From an optimization exercise on the open Yosys and OpenROAD flow, aimed at small area; shortcuts taken in it are not production practice.
The RTL was checked by simulation tests, not by an equivalence proof against the original design.
Power figures rest on the tool's default switching activity, not on a simulated workload.

Design parking, start of the top module:
module parking(
    input clk,
    input sw,
    input rst,
    input come, place, stop_car,
    output reg full_switch,
    output [15:0] stop_place_num_light,
    input leave,
    input [3:0] outplace_carnum,
    output reg count_down, empty_switch,
    output [6:0] money,
    output reg [6:0] stop_time,
    output [127:0] car_leave_light,
    input [3:0] keyboard_val,
    input pay,
    input empty, change,
    input [3:0] initial_money,
    input [2:0] per_money,
    input [3:0] place_number,
    output [119:0] information_light,
    output [55:0] pay_light,
    input time_end,
    output reg allpay
);
    function [7:0] seg_u;
        input [3:0] d;
        begin
            seg_u[0] = (d[2] & ~d[1] & ~d[0]) | (~d[3] & ~d[2] & ~d[1] & d[0]);
            seg_u[1] = (d[2] & ~d[1] & d[0]) | (d[2] & d[1] & ~d[0]);
            seg_u[2] = (~d[2] & d[1] & ~d[0]);
            seg_u[3] = (d[2] & ~d[1] & ~d[0]) | (d[2] & d[1] & d[0]) | (~d[3] & ~d[2] & ~d[1] & d[0]);
            seg_u[4] = (d[0]) | (d[2] & ~d[1]);
            seg_u[5] = (d[1] & d[0]) | (~d[2] & d[1]) | (~d[3] & ~d[2] & d[0]);
            seg_u[6] = (d[2] & d[1] & d[0]) | (~d[3] & ~d[2] & ~d[1]);
            seg_u[7] = 1'b1;
        end
    endfunction
    function [7:0] seg_t;
        input [3:0] d;
        begin
            seg_t[0] = (d[3] & d[1]) | (d[2] & ~d[1] & ~d[0]) | (~d[3] & ~d[2] & ~d[1] & d[0]);
            seg_t[1] = (d[3] & d[1]) | (d[3] & d[2]) | (d[2] & ~d[1] & d[0]) | (d[2] & d[1] & ~d[0]);
            seg_t[2] = ~((~d[2] & ~d[1]) | (~d[3] & d[0]) | (~d[3] & d[2]));
  ...
clock: 20.0 ns
lec_check: 0
abc_area: 1
cap_margin: 20
core_margin: 2
core_utilization: 40
cts_buf_list: sky130_fd_sc_hd__clkbuf_8
cts_cluster_diameter: 80
cts_cluster_size: 16
slew_margin: 20
standard.sh (not shown) runs the stock make flow with config.mk's settings and CLKGATE_MAP_FILE= SYNTH_SCRIPT=/design/flow/synth_recipe.tcl, a recipe that flattens the netlist after the stock synthesis.
==> flow/flow/run.sh <==
#!/bin/bash
# The standard layout with two changes:
#  - synthesis maps the logic with flow/abc_area.script instead of ORFS's ABC script (same
#    synthesis otherwise, so the registers are the standard synthesis's);
#  - the port buffers are the smallest buffer cell;
#  - the constant outputs share the tie cell synthesis gives them (no repair_tie_fanout).
set -euo pipefail
work=$PWD
# ORFS's synth.tcl, with abc given our script
sed 's|^source \$::env(SCRIPTS_DIR)/synth_preamble.tcl$|&\nset abc_args [lreplace $abc_args 1 1 '"$work"'/flow/abc_area.script]|' \
    "$FLOW_HOME/scripts/synth.tcl" > "$work/synth_abc.tcl"
grep -q "flow/abc_area.script" "$work/synth_abc.tcl"
# The standard flow's synthesis script, sourcing that copy
sed 's|\$::env(SCRIPTS_DIR)/synth.tcl|'"$work"'/synth_abc.tcl|' synth_recipe.tcl > "$work/synth_recipe_abc.tcl"
grep -q "synth_abc.tcl" "$work/synth_recipe_abc.tcl"
sed 's|synth_recipe.tcl|synth_recipe_abc.tcl|' standard.sh > standard_abc.sh
grep -q "synth_recipe_abc.tcl" standard_abc.sh
bash standard_abc.sh BUFFER_PORTS_ARGS="-buffer_cell sky130_fd_sc_hd__buf_1" SKIP_REPAIR_TIE_FANOUT=1 > standard.log 2>&1
==> flow/flow/abc_area.script <==
strash; &get -n; &deepsyn -J 50; &put; strash; &get -n; &dch -f; &nf -R 1000; &put; topo; stime -c
Change:
--- a/flow/design.v
+++ b/flow/design.v
@@ -125,23 +125,23 @@
     wire tick = (tb == 6'd0);
     wire slot = (tb >= 6'd5) && (tb <= 6'd9);
     always @(posedge clk)
         if (rst || tb == 6'd44) tb <= 6'd0;
         else tb <= tb + 6'd1;
     reg [3:0] kv_q;
     reg t1;
     reg [7:0] haspay;
     wire key_a = keyboard_val == 4'hA;
     wire key_d = keyboard_val == 4'hD;
     wire allpay_n = key_d | (allpay & ~key_a);
-    wire t1_n = t1 & ~key_a & ~key_d;
+    wire t1_n = t1 & ~key_a;    
     wire add = pay & ~allpay_n & ~t1_n;
     wire hp_1 = haspay[0] ^ keyboard_val[0];
     wire hp_2 = haspay[0] & keyboard_val[0];
     wire hp_3 = haspay[1] ^ keyboard_val[0] ^ keyboard_val[1];
     wire hp_4 = (haspay[1] & keyboard_val[0]) | (haspay[1] & keyboard_val[1]) | (keyboard_val[0] & keyboard_val[1]);
     wire hp_5 = hp_2 ^ hp_3;
     wire hp_6 = hp_2 & hp_3;
     wire hp_7 = haspay[2] ^ keyboard_val[1] ^ keyboard_val[2];
     wire hp_8 = (haspay[2] & keyboard_val[1]) | (haspay[2] & keyboard_val[2]) | (keyboard_val[1] & keyboard_val[2]);
     wire hp_9 = hp_4 ^ hp_6 ^ hp_7;
     wire hp_10 = (hp_4 & hp_6) | (hp_4 & hp_7) | (hp_6 & hp_7);
- The changed run completed without violations
- sequential share of layout area is about the same
- clock-buffer cell count came out lower by 1
- final cell count came out lower by 0.59%
- die area came out lower by 0.45%
- non-clock buffer count came out higher by 1
- area after synthesis came out lower by 0.47%
- design area hardly moves
- sequential power is about the same
- synthesized cell count came out lower by 1.0%
- routed wire length barely changes
- worst setup slack gets better by 0.052 ns
- power came out higher by 2.4%
- via count hardly moves
- utilization came out higher by 0.10 points

==> re-timing with driven ports <==
The results above use ideal ports. As a check the final layouts listed here were re-extracted and re-timed, cells and wires unchanged. Step 1 (the two cells are an assumption about what drives the block):
set clk [get_ports {clk}]
set_driving_cell -lib_cell sky130_fd_sc_hd__clkbuf_16 $clk
set_driving_cell -lib_cell sky130_fd_sc_hd__buf_2 [delete_from_list [all_inputs] $clk]
Step 2 also shifts input and output timing later by t, the mid clock arrival at the registers, as if the neighbouring blocks saw the same clock. a / b / c = ideal ports / drivers / drivers and shift; a / b = the first two.
| run | t, ns | setup WS [ns] | worst setup path at the end | clock arrival spread, ns | slew at the worst register clock pin (ns) |
|---|---|---|---|---|---|
| the first run | 0.549 | 10.505 / 10.493 / 9.943 | input to register | 0.031 / 0.031 | 0.11 / 0.11 |
| the second run | 0.567 | 10.557 / 10.536 / 9.969 | input to register | 0.025 / 0.024 | 0.11 / 0.11 |
After both steps setup and hold are still met in every run listed. For the second run, which loses most, drivers alone change the setup slack by -0.021 ns; drivers and shift together by -0.588 ns.
